Background: an optimization exercise with open tools, aiming at a short achievable clock period and few clock cycles. Do not read the settings as production practice. In this exercise RTL edits were held to simulation tests only and were not proved equivalent to the original. No activity file was given, so power comes from the tool's default toggle rates.

<file path="flow/run.sh">
#!/bin/bash
# synth_recipe.tcl (not shown) runs the flow's synth.tcl, then flattens the netlist and writes it again
# the make line also repeats each setting of config.mk as NAME=value (left out here)
make -C /OpenROAD-flow-scripts/flow DESIGN_CONFIG=/design/flow/config.mk WORK_HOME=/design/flow/orfs CLKGATE_MAP_FILE= SYNTH_SCRIPT=/design/flow/synth_recipe.tcl finish
</file>
<file path="flow/config.mk">
export PLATFORM = sky130hd
export DESIGN_NAME = mcpu_core
export DESIGN_NICKNAME = mcpu_core
export VERILOG_FILES = /design/flow/design.v
export SDC_FILE = /design/flow/constraint.sdc
export NUM_CORES = 4
export LEC_CHECK = 0
export CAP_MARGIN = 20
export CORE_MARGIN = 2
export CORE_UTILIZATION = 40
export PLACE_DENSITY = 0.6
export SLEW_MARGIN = 20
</file>
<file path="flow/constraint.sdc">
create_clock -name core_clock -period 9.0 [get_ports {clk}]
set_input_delay 1.8000 -clock core_clock [delete_from_list [all_inputs] [get_ports {clk}]]
set_output_delay 1.8000 -clock core_clock [all_outputs]
set_load 0.01 [all_outputs]
</file>
<file path="flow/design.v">
`timescale 1ns / 1ps
module REG32(
    input clk,
    input rst,
    input CE,
    input [31:0] D,
    output reg [31:0] Q
    );
    always@(posedge clk) begin
        if(rst)
            Q <= 0;
        else if (CE)
            Q <= D;
    end
endmodule
`timescale 1ns / 1ps
module MUX4T1_5(
    input [4:0] I0,
    input [4:0] I1,
    input [4:0] I2,
    input [4:0] I3,
    input [1:0] s,
    output reg [4:0] o
    );
    always @* 
        case (s)
            0: o <= I0;
            1: o <= I1;
            2: o <= I2;
            3: o <= I3;
        endcase
endmodule
module MUX4T1_32(
    input [31:0] I0,
    input [31:0] I1,
    input [31:0] I2,
    input [31:0] I3,
    input [1:0] s,
    output reg [31:0] o
    );
    always @* 
        case (s)
            0: o <= I0;
            1: o <= I1;
            2: o <= I2;
            3: o <= I3;
        endcase
endmodule
`timescale 1ns / 1ps
module Regs(
    input clk,
    input [4:0] R_addr_A,
    input [4:0] R_addr_B,
    input [4:0] Wt_addr,
    input [31:0] Wt_data,
    input L_S,
    output reg [31:0] rdata_A,
    output reg [31:0] rdata_B
    );
    reg [31:0] regs [31:1];
    always @* begin
        rdata_A <= R_addr_A == 0 ? 0 : regs[R_addr_A];
        rdata_B <= R_addr_B == 0 ? 0 : regs[R_addr_B]; 
    end
    always @(posedge clk) begin
        if(L_S && Wt_addr) regs[Wt_addr] <= Wt_data;
    end
endmodule
`timescale 1ns / 1ps
module ALU(input [3:0] ALU_operation,
           input [31:0] A,
           input [31:0] B,
           output reg [31:0] res,
           output zero,
           output overflow
           );
    wire [32:0] adc_res = A + B + ALU_operation[2];
    assign overflow = (ALU_operation == 2 || ALU_operation == 6) && adc_res[32] ^ adc_res[31];
    assign zero = res == 0;
    always @* begin
        case (ALU_operation)
        0: res <= A & B;
        1: res <= A | B;
        2: res <= A + B;
        3: res <= A ^ B;
        4: res <= ~(A | B);
        5: res <= B >> A;
        6: res <= A - B;
        7: res <= $signed(A) < $signed(B);
        8: res <= B << A;
        default: res <= 0;
        endcase
    end
endmodule
`timescale 1ns / 1ps
module M_datapath(input clk,
                  input reset,
                  input MIO_ready,
                  input IorD,
                  input IRWrite,
                  input[1:0] RegDst,
                  input RegWrite,
                  input[1:0]MemtoReg,
                  input ALUSrcA,
                  input[1:0]ALUSrcB,
                  input[1:0]PCSource,
                  input PCWrite,
                  input PCWriteCond,
                  input Branch,
                  input[3:0]ALU_operation,
                  input[31:0]data2CPU,
                  output[31:0]PC_Current,
                  output[31:0]Inst,
                  output[31:0]data_out,
                  output[31:0]M_addr,
                  output zero,
                  output overflow);
    parameter ra = 5'b11111;
	wire [31:0] MDR_out, ALU_Out, Wt_data, rdata_A, rdata_B, Imm_32, ALU_A, ALU_B, res, PC_in;
	wire [4:0] Wt_addr;
	assign data_out = rdata_B;
	assign M_addr = IorD ? ALU_Out : PC_Current;
    REG32 MDR(.clk(clk), .rst(0), .CE(1), .D(data2CPU), .Q(MDR_out));
	REG32 IR(.clk(clk), .rst(reset), .CE(IRWrite), .D(data2CPU), .Q(Inst));
	MUX4T1_5 ADDR_MUX(.s(RegDst), .I0(Inst[20:16]), .I1(Inst[15:11]),.I2(ra),.I3(5'b0), .o(Wt_addr));
	MUX4T1_32 DATA_MUX(.s(MemtoReg), .I0(ALU_Out), .I1(MDR_out),.I2({Inst[15:0],16'b0}),.I3(PC_Current), .o(Wt_data));
	Regs U2 (
    .clk(clk), 
    .R_addr_A(Inst[25:21]), 
    .R_addr_B(Inst[20:16]), 
    .Wt_addr(Wt_addr), 
    .Wt_data(Wt_data), 
    .L_S(RegWrite), 
    .rdata_A(rdata_A), 
    .rdata_B(rdata_B)
    );
	Ext_32 EXT (
    .imm_16(Inst[15:0]), 
    .Imm_32(Imm_32)
    );
	assign ALU_A = ALUSrcA ? rdata_A : PC_Current;
	MUX4T1_32 ALU_MUX(.s(ALUSrcB), .I0(rdata_B), .I1(4),.I2(Imm_32),.I3({Imm_32,2'b0}), .o(ALU_B));
	ALU U1 (
    .ALU_operation(ALU_operation), 
    .A(ALU_A), 
    .B(ALU_B), 
    .res(res), 
    .zero(zero), 
    .overflow(overflow)
    );
	REG32 ALUOut(.clk(clk), .rst(0), .CE(1), .D(res), .Q(ALU_Out));
	MUX4T1_32 PC_MUX(.s(PCSource), .I0(res), .I1(ALU_Out),.I2({PC_Current[31:28],Inst[25:0],2'b0}),.I3(ALU_Out), .o(PC_in));
	REG32 PC(.clk(clk), .rst(reset), .CE(((~(Branch ^ zero) & PCWriteCond) | PCWrite) & MIO_ready), .D(PC_in), .Q(PC_Current));
endmodule
module Ext_32(
    input [15:0] imm_16,
    output [31:0] Imm_32
    );
assign Imm_32 = { {16{imm_16[15]}}, imm_16[15:0] };
endmodule
`timescale 1ns / 1ps
module ctrl(input  clk,
				input  reset,
				input  [31:0] Inst_in,
				input  zero,
				input  overflow,
				input  MIO_ready,
				output reg MemRead,
				output reg MemWrite,
				output reg[3:0]ALU_operation,
				output [4:0]state_out,
				output reg CPU_MIO,
				output reg IorD,
				output reg IRWrite,
				output reg [1:0]RegDst,
				output reg RegWrite,
				output reg [1:0]MemtoReg,
				output reg ALUSrcA,
				output reg [1:0]ALUSrcB,
				output reg [1:0]PCSource,
				output reg PCWrite,
				output reg PCWriteCond,
				output reg Branch
				);
    parameter IF=4'b0000, ID=4'b0001, Mem_Ex=4'b0010, Mem_RD=4'b0011,
            LW_WB=4'b0100, Mem_W=4'b0101, R_Exc=4'b0110, R_WB=4'b0111,
            Beq_Exc=4'b1000, J=4'b1001, I_Exc=4'b1010, I_WB=4'b1011,
            Lui_WB=4'b1100, Bne_Exc=4'b1101, Jr=4'b1110, Jal=4'b1111;
    parameter value0 = 20'b10010100000100001000,
              value1 = 20'b00000000001100000000,
              value2 = 20'b00000000001010000000,
              value3 = 20'b00110000001010001000,
              value4 = 20'b00000001000001000000,
              value5 = 20'b00101000001010001000,
              value6 = 20'b00000000000010000100,
              value7 = 20'b00000000000011010000,
              value8 = 20'b01000000010010000011,
              value9 = 20'b10000000101100000000,
              value10= 20'b00000000001010000110,
              value11= 20'b00000000001011000000,
              value12= 20'b00000010001101000000,
              value13= 20'b01000000010010000010,
              value14= 20'b10000000000010000000,
              value15= 20'b10000011101101100000;
	parameter AND=4'b0000, OR=4'b0001, ADD=4'b0010, SUB=4'b0110, NOR=4'b0100, SLT=4'b0111, XOR=4'b0011, SRL=4'b0101, SLL=4'b1000;
	parameter LW = 6'b100011, SW = 6'b101011, R = 0, BEQ = 6'b000100, JUMP = 6'b000010,
              ADDI = 6'b001000, ANDI = 6'b001100, ORI = 6'b001101, XORI = 6'b001110,
              SLTI = 6'b001010, LUI = 6'b001111, BNE = 6'b000101, JAL = 6'b000011;
	reg [1:0] ALUop;
	reg [4:0] state;
	wire [4:0] rs,rt,rd,shamt;
	wire [5:0] funct, opcode;
	assign {opcode, rs,rt,rd,shamt,funct} = Inst_in;
	assign state_out = state;
    always @ * begin
        case(ALUop)
            2'b00: ALU_operation = ADD;
            2'b01: ALU_operation = SUB;
            2'b10:
            case (funct)
                6'b100000: ALU_operation = ADD;
                6'b100010: ALU_operation = SUB;
                6'b100100: ALU_operation = AND;
                6'b100101: ALU_operation = OR;
                6'b100111: ALU_operation = NOR;
                6'b101010: ALU_operation = SLT;
                6'b000000: ALU_operation = XOR;
				6'b000110: ALU_operation = SRL;
				6'b000100: ALU_operation = SLL;
                default:   ALU_operation = ADD;
            endcase
            2'b11:
            case (opcode)
                ADDI: ALU_operation = ADD;
                ANDI: ALU_operation = AND;
                ORI: ALU_operation = OR;
                XORI: ALU_operation = XOR;
                SLTI: ALU_operation = SLT;
                default: ALU_operation = ADD;
            endcase
        endcase
    end
    always @ * begin
		case(state)
			IF: {PCWrite, PCWriteCond, IorD, MemRead, MemWrite, IRWrite, MemtoReg, PCSource, ALUSrcB, ALUSrcA, RegWrite, RegDst, CPU_MIO, ALUop, Branch} = value0;
			ID: {PCWrite, PCWriteCond, IorD, MemRead, MemWrite, IRWrite, MemtoReg, PCSource, ALUSrcB, ALUSrcA, RegWrite, RegDst, CPU_MIO, ALUop, Branch} = value1;
			Mem_Ex: {PCWrite, PCWriteCond, IorD, MemRead, MemWrite, IRWrite, MemtoReg, PCSource, ALUSrcB, ALUSrcA, RegWrite, RegDst, CPU_MIO, ALUop, Branch} = value2;
			Mem_RD: {PCWrite, PCWriteCond, IorD, MemRead, MemWrite, IRWrite, MemtoReg, PCSource, ALUSrcB, ALUSrcA, RegWrite, RegDst, CPU_MIO, ALUop, Branch} = value3;
			LW_WB: {PCWrite, PCWriteCond, IorD, MemRead, MemWrite, IRWrite, MemtoReg, PCSource, ALUSrcB, ALUSrcA, RegWrite, RegDst, CPU_MIO, ALUop, Branch} = value4;
			Mem_W: {PCWrite, PCWriteCond, IorD, MemRead, MemWrite, IRWrite, MemtoReg, PCSource, ALUSrcB, ALUSrcA, RegWrite, RegDst, CPU_MIO, ALUop, Branch} = value5;
			R_Exc: {PCWrite, PCWriteCond, IorD, MemRead, MemWrite, IRWrite, MemtoReg, PCSource, ALUSrcB, ALUSrcA, RegWrite, RegDst, CPU_MIO, ALUop, Branch} = value6;
			R_WB: {PCWrite, PCWriteCond, IorD, MemRead, MemWrite, IRWrite, MemtoReg, PCSource, ALUSrcB, ALUSrcA, RegWrite, RegDst, CPU_MIO, ALUop, Branch} = value7;
			Beq_Exc: {PCWrite, PCWriteCond, IorD, MemRead, MemWrite, IRWrite, MemtoReg, PCSource, ALUSrcB, ALUSrcA, RegWrite, RegDst, CPU_MIO, ALUop, Branch} = value8;
			J: {PCWrite, PCWriteCond, IorD, MemRead, MemWrite, IRWrite, MemtoReg, PCSource, ALUSrcB, ALUSrcA, RegWrite, RegDst, CPU_MIO, ALUop, Branch} = value9;
            I_Exc: {PCWrite, PCWriteCond, IorD, MemRead, MemWrite, IRWrite, MemtoReg, PCSource, ALUSrcB, ALUSrcA, RegWrite, RegDst, CPU_MIO, ALUop, Branch} = value10;
            I_WB: {PCWrite, PCWriteCond, IorD, MemRead, MemWrite, IRWrite, MemtoReg, PCSource, ALUSrcB, ALUSrcA, RegWrite, RegDst, CPU_MIO, ALUop, Branch} = value11;
            Lui_WB: {PCWrite, PCWriteCond, IorD, MemRead, MemWrite, IRWrite, MemtoReg, PCSource, ALUSrcB, ALUSrcA, RegWrite, RegDst, CPU_MIO, ALUop, Branch} = value12;
            Bne_Exc: {PCWrite, PCWriteCond, IorD, MemRead, MemWrite, IRWrite, MemtoReg, PCSource, ALUSrcB, ALUSrcA, RegWrite, RegDst, CPU_MIO, ALUop, Branch} = value13;
            Jr: {PCWrite, PCWriteCond, IorD, MemRead, MemWrite, IRWrite, MemtoReg, PCSource, ALUSrcB, ALUSrcA, RegWrite, RegDst, CPU_MIO, ALUop, Branch} = value14;
            Jal: {PCWrite, PCWriteCond, IorD, MemRead, MemWrite, IRWrite, MemtoReg, PCSource, ALUSrcB, ALUSrcA, RegWrite, RegDst, CPU_MIO, ALUop, Branch} = value15;
			default: {PCWrite, PCWriteCond, IorD, MemRead, MemWrite, IRWrite, MemtoReg, PCSource, ALUSrcB, ALUSrcA, RegWrite, RegDst, CPU_MIO, ALUop, Branch} = value0;
		endcase
	end
	always @(posedge clk or posedge reset) begin
		if (reset==1) state <= IF; else
		case (state)
			IF: state <= MIO_ready ? ID : IF;
			ID: case (opcode)
                ADDI, ANDI, ORI, XORI, SLTI: state <= I_Exc;
                LUI: state <= Lui_WB;
				LW, SW: state <= Mem_Ex;
				R: state <= funct == 6'b001000 ? Jr : R_Exc;
				BEQ: state <= Beq_Exc;
                BNE: state <= Bne_Exc;
				JUMP: state <= J;
                JAL: state <= Jal;
				default: state <= ID;  
			endcase
			Mem_Ex: state <= opcode == LW ? Mem_RD : Mem_W;
			J, Jr, Jal, Beq_Exc, Bne_Exc, R_WB, I_WB, LW_WB, Lui_WB: state <= IF;
			Mem_W: state <=  MIO_ready ? IF : Mem_W;
			Mem_RD: state <= MIO_ready ? LW_WB : Mem_RD;
			R_Exc: state <= R_WB;
            I_Exc: state <= I_WB;
			default: state <= ID;  
		endcase
	end
endmodule
`timescale 1ns / 1ps
module mcpu(clk, 
                 Data_in, 
                 INT, 
                 MIO_ready, 
                 reset, 
                 Addr_out, 
                 CPU_MIO, 
                 Data_out, 
                 inst_out, 
                 mem_w, 
                 PC_out, 
                 state);
    input clk;
    input [31:0] Data_in;
    input INT;
    input MIO_ready;
    input reset;
    output [31:0] Addr_out;
    output CPU_MIO;
    output [31:0] Data_out;
    output [31:0] inst_out;
    output mem_w;
    output [31:0] PC_out;
    output [4:0] state;
    wire [3:0] ALU_op;
    wire [1:0] PCSource;
    wire [1:0] ALUSrcB;
    wire [1:0] MemtoReg;
    wire [1:0] RegDst;
    wire Branch;
    wire PCWriteCond;
    wire PCWrite;
    wire ALUSrcA;
    wire RegWrite;
    wire IRWrite;
    wire IorD;
    wire zero;
    wire overflow;
    wire MemRead;
    wire MemWrite;
    assign mem_w = ~MemRead & MemWrite;
    M_datapath  U1_2 (.ALUSrcA(ALUSrcA), 
                        .ALUSrcB(ALUSrcB[1:0]), 
                        .ALU_operation(ALU_op[3:0]), 
                        .Branch(Branch), 
                        .clk(clk), 
                        .data2CPU(Data_in[31:0]), 
                        .IorD(IorD), 
                        .IRWrite(IRWrite), 
                        .MemtoReg(MemtoReg[1:0]), 
                        .MIO_ready(MIO_ready), 
                        .PCSource(PCSource[1:0]), 
                        .PCWrite(PCWrite), 
                        .PCWriteCond(PCWriteCond), 
                        .RegDst(RegDst[1:0]), 
                        .RegWrite(RegWrite), 
                        .reset(reset), 
                        .data_out(Data_out[31:0]), 
                        .Inst(inst_out), 
                        .M_addr(Addr_out[31:0]), 
                        .overflow(overflow), 
                        .PC_Current(PC_out[31:0]), 
                        .zero(zero)
                        );
    ctrl  U11 (.clk(clk), 
                .Inst_in(inst_out), 
                .MIO_ready(MIO_ready), 
                .overflow(overflow), 
                .reset(reset), 
                .zero(zero), 
                .ALUSrcA(ALUSrcA), 
                .ALUSrcB(ALUSrcB[1:0]), 
                .ALU_operation(ALU_op[3:0]), 
                .Branch(Branch), 
                .CPU_MIO(CPU_MIO), 
                .IorD(IorD), 
                .IRWrite(IRWrite), 
                .MemRead(MemRead), 
                .MemtoReg(MemtoReg[1:0]), 
                .MemWrite(MemWrite), 
                .PCSource(PCSource[1:0]), 
                .PCWrite(PCWrite), 
                .PCWriteCond(PCWriteCond), 
                .RegDst(RegDst[1:0]), 
                .RegWrite(RegWrite), 
                .state_out(state[4:0])
                );
endmodule
`timescale 1ns / 1ps
module mcpu_core(
    input         clk,
    input         reset,
    input  [31:0] Data_in,
    output [31:0] Addr_out,
    output [31:0] Data_out,
    output        mem_w
    );
    mcpu cpu (
        .clk(clk),
        .Data_in(Data_in),
        .INT(1'b0),
        .MIO_ready(1'b1),
        .reset(reset),
        .Addr_out(Addr_out),
        .CPU_MIO(),
        .Data_out(Data_out),
        .inst_out(),
        .mem_w(mem_w),
        .PC_out(),
        .state()
        );
endmodule
</file>
==> results.txt <==
## state kept, by name, summed over array words and instances, names as in the netlist, named ones only
name,flops
cpu.U1_2.MDR.Q,32
cpu.U1_2.U2.regs,992
cpu.U1_2.ALUOut.Q,32
cpu.U1_2.PC.Q,32
cpu.U11.state,4
cpu.U1_2.IR.Q,32
## synthesized netlist by cell type (28+ instances only)
| cell type | n |
|---|---|
| edfxtp_1 | 992 |
| mux2i_1 | 665 |
| nor2_1 | 356 |
| nand2_1 | 351 |
| a21oi_1 | 281 |
| mux4_2 | 217 |
| a22oi_1 | 206 |
| clkbuf_1 | 165 |
| o21ai_0 | 149 |
| dfxtp_1 | 138 |
| inv_1 | 121 |
| buf_2 | 118 |
| ha_1 | 115 |
| a211oi_1 | 103 |
| o22ai_1 | 88 |
| nand3_1 | 71 |
| mux2_2 | 67 |
| nor3_1 | 66 |
| o211ai_1 | 58 |
| nor2b_1 | 45 |
| a221oi_1 | 44 |
| nand4_1 | 36 |
| nand2b_1 | 35 |
| o221ai_1 | 35 |
| buf_1 | 34 |
| buf_4 | 33 |
| and2_1 | 30 |
| a2111oi_0 | 29 |
| o21a_1 | 29 |
| o31ai_1 | 28 |
## routing by layer
layer / vias up / global-route usage [%]
li1: 21100 / -
met1: 26300 / 45.3
met2: 3976 / 55.5
met3: 974 / 9.47
met4: 12 / 24.3
met5: - / 0
## kinds of logic after synthesis
family | Yosys count | share of synthesized area (%)
compound gates | 1288 | 14.1
flops | 1134 | 51.7
simple gates | 1127 | 8.36
mux | 958 | 19.6
buf+inv | 500 | 3.68
fa+ha+maj | 117 | 2.34
xor+xnor | 17 | 0.236
## worst max-delay path by stage
stage                                    start                              to  slack [ns]  depth (start not counted)
finish                               flip-flop   cpu.U1_2.PC.Q[7]$_SDFFE_PP0P_        0.26                         31
global route        cpu.U11.state[0]$_DFF_PP0_   cpu.U1_2.PC.Q[9]$_SDFFE_PP0P_        0.04                         29
CTS                                  flip-flop   cpu.U1_2.PC.Q[7]$_SDFFE_PP0P_        0.13                         31
detailed placement                   flip-flop   cpu.U1_2.PC.Q[7]$_SDFFE_PP0P_        0.16                         31
global placement                     flip-flop   cpu.U1_2.PC.Q[9]$_SDFFE_PP0P_        0.20                         25
floorplan           cpu.U11.state[0]$_DFF_PP0_  cpu.U1_2.PC.Q[11]$_SDFFE_PP0P_        0.98                         33
## final cells by class
class / count / area share [%]
Antenna cell: 12 / 0.0407
Timing Repair Buffer: 626 / 7.05
Multi-Input combinational cell: 3507 / 39.2
Clock inverter: 76 / 1.03
Sequential cell: 1134 / 44.3
Inverter: 127 / 0.646
Tap cell: 2058 / 3.49
Clock buffer: 149 / 4.28
## worst min-delay path, delay by kind of cell, from the launching register on
family | cells | cell delay (ns)
AOI/OAI and AO/OA | 1 | 0.07
DFF | 1 | 0.33
and+or+nand+nor | 1 | 0.06
## power breakdown
part / internal, mW / switching, mW
sequential: 6.71 / 0.453
clock: 2.79 / 2.18
combinational: 5.88 / 11.2
## per-stage QoR
step / setup WS [ns] / instances / util [%] / cell area (um^2) / power (mW)
after floorplan: 0.981 / 5141 / - / 63200 / 15.6
final: 0.255 / 7689 / 47.1 / 73800 / 29.2
after detailed placement: 0.160 / 7451 / 44.6 / 69800 / 23.7
after CTS: 0.129 / 7676 / 47.1 / 73700 / 28.6
after global placement: 0.201 / 7451 / 44.6 / 69800 / 23.7
after global routing: 0.0367 / 7679 / 47.1 / 73800 / 30.0
==> metrics.md <==
| Metric | Value |
|---|---|
| Relative slew slack | between 10% and 20% |
| Max clock buf depth | 3 |
| Filler instances | about 14,000 |
| Delay-heaviest family, CP | compound AO/OA/AOI/OAI gates |
| Placer Congestion | between 1 and 1.5 |
| HP Class | reg -> reg |
| Router iterations before antenna repair | 8 |
| Met3 Routed Length | around 37,000 um |
| Syn_nets | around 5,300 |
| Max FO, Critical Path | 34 |
| Sequential cell area | around 33,000 um^2 |
| DR top layer | met5 |
| Setup TNS | 0 ns |
| Most common cell after layout, fill and taps aside | edfxtp_1 |
| # resized after CTS | 0 |
| PortBufs | 98 |
| Post-Syn Area per Cell | approximately 12 um^2 |
| Initial antenna violation count | 19 |
| Most frequent cells in the layout | edfxtp_1 (992), mux2i_1 (664), buf_4 (507) |
| Area share of the largest cell type after synthesis | between 40% and 50% |
| Setup Skew | ~0.10 ns |
| Residual DRC count | 0 |
| Worst-Margin Slew | approximately 1.2 ns |
| First-pass GRT wire length | 408,000 um |
| Worst path bufs/invs | 9 |
| Die span in y | 401 um |
| DR vias/cell | approximately 7 |
| Most used DFF post-synth | edfxtp_1 |
| R2R cell count | 31 |
| Layout cells sized above 1 | a little over 20% |
| Fin. max-slew vios | 0 |
| Synth area leader | edfxtp_1 |
| Seq/Total Area, Yosys | 51.7% |
| WL met2 | between 100,000 and 150,000 um |
| Worst-Skew Late Latency | between 0.7 and 0.8 ns |
| Reg2Reg Setup Slack | ~0.26 ns |
| Antenna viol nets, final | 0 |
| Status | no timing/DRC/antenna violations |
| Final wirelength | approximately 300,000 um |
| Hold buffers post-CTS | 0 |
| WL/cell | 39.0 um |
| Initial drt markers | about 7,900 |
| Die width | ~400 um |
| CTS Buf Count | between 100 and 150 |
| Final Critical Period | about 9 ns |
| Layout area overhead | 16.8% |
| Final period utilization | 97.2% |
| WL met1 | between 100,000 and 150,000 um |
| FFs w/ async S/R, synth | less than 1% |
| Critical Path Most Common Cell | buf_4 |
| GR Overflow Total | 0 |
| Die ar. | between 150,000 and 200,000 um^2 |
| Hold slack | ~0.50 ns |
| Root buf cell | clkbuf_16 |
| Largest net degree at the start of global routing | 59 |
| H-tree depth | 3 |
| Synth warn | 11 |
| Worst path max stage delay | between 0.6 and 0.7 ns |
| RSZ-0062 raised after global routing | no |
| Final Setup Violations | 0 |
| RR Endpoint | cpu.U1_2.PC.Q[7]$_SDFFE_PP0P_ |
| Req. time, crit path | about 9.7 ns |
| Clk slew on worst S/H paths | approximately 0.07 ns |
| PD cells | about 400 nW/um^2 |
| VDD IR-drop max | 0.206 mV |
| Core area | 157,000 um^2 |
| Max Fclk | around 110 MHz |
| Sink Count | between 1,000 and 1,500 |
| CP Class | reg -> reg |
| Area of the multi-input gates | 28,900 um^2 |
| CTS tree | built |
| Worst EP arrival | 9.40 ns |
| Setup crit end kind | flip-flop |
| Via count | between 50,000 and 60,000 |
| DP Wirelength | between 200,000 and 250,000 um |
| Distinct cells, synth | 101 |
| Vias in the first global route | 49,800 |
| Number of flops mapped to enable cells by yosys | roughly 1,000 |
| Top Ports | about 100 |
| Synth Register Bits | 1,134 |
| Hold Startpoint | cpu.U1_2.IR.Q[24]$_SDFFE_PP0P_ |
| Post-Syn Instances | around 5,100 |
| WHS Path Cells | 2 |
| Ranking of synthesized cells by area | edfxtp_1 (47%), mux2i_1 (11%), mux4_2 (7.7%), dfxtp_1 (4.4%), a22oi_1 (2.4%) |
| Max-cap violations | 0 |
| Final #Nets | around 5,700 |
| Starting Density | between 40% and 50% |
| Global Route Usage Sum | a little over a third |
| Crit start category | flip-flop |
| Final hold violations | 0 |
| Leak | approximately 25 nW |
| Slowest cell on the critical path | dfxtp_4 |
| Cell Area, Synth | 63,200 um^2 |
| Row count | ~150 |
| Setup Buffers After CTS | 0 |
Testbench counts, summed over its fixed seeds: cycles 445,940.

==> separate check: timing with driven ports <==
In the flow no input, the clock included, has a driving cell. The finished layout below was timed again as built, in two steps. Step 1 sets driving cells, clkbuf_16 on the clock port and buf_2 on the other inputs (assumed; they add their load-dependent delay and slew). Step 2 adds t to the input delays and takes it off the output delays; t is the mean of the earliest and latest rising clock arrival at the registers after step 1. Input paths then give back, and output paths get back, about the clock's delay inside the block. Three values: ideal, step 1, step 2; two values: the first two.
t, ns: 0.817
setup slack, ns: 0.255 / 0.255 / 0.255
worst hold slack (ns): 0.504 / 0.504 / 0.504
worst setup path after step 2: register to register
After both steps this run still meets setup and hold. The setup slack of this run moves by 0.000 ns with the drivers and by 0.000 ns with both steps.
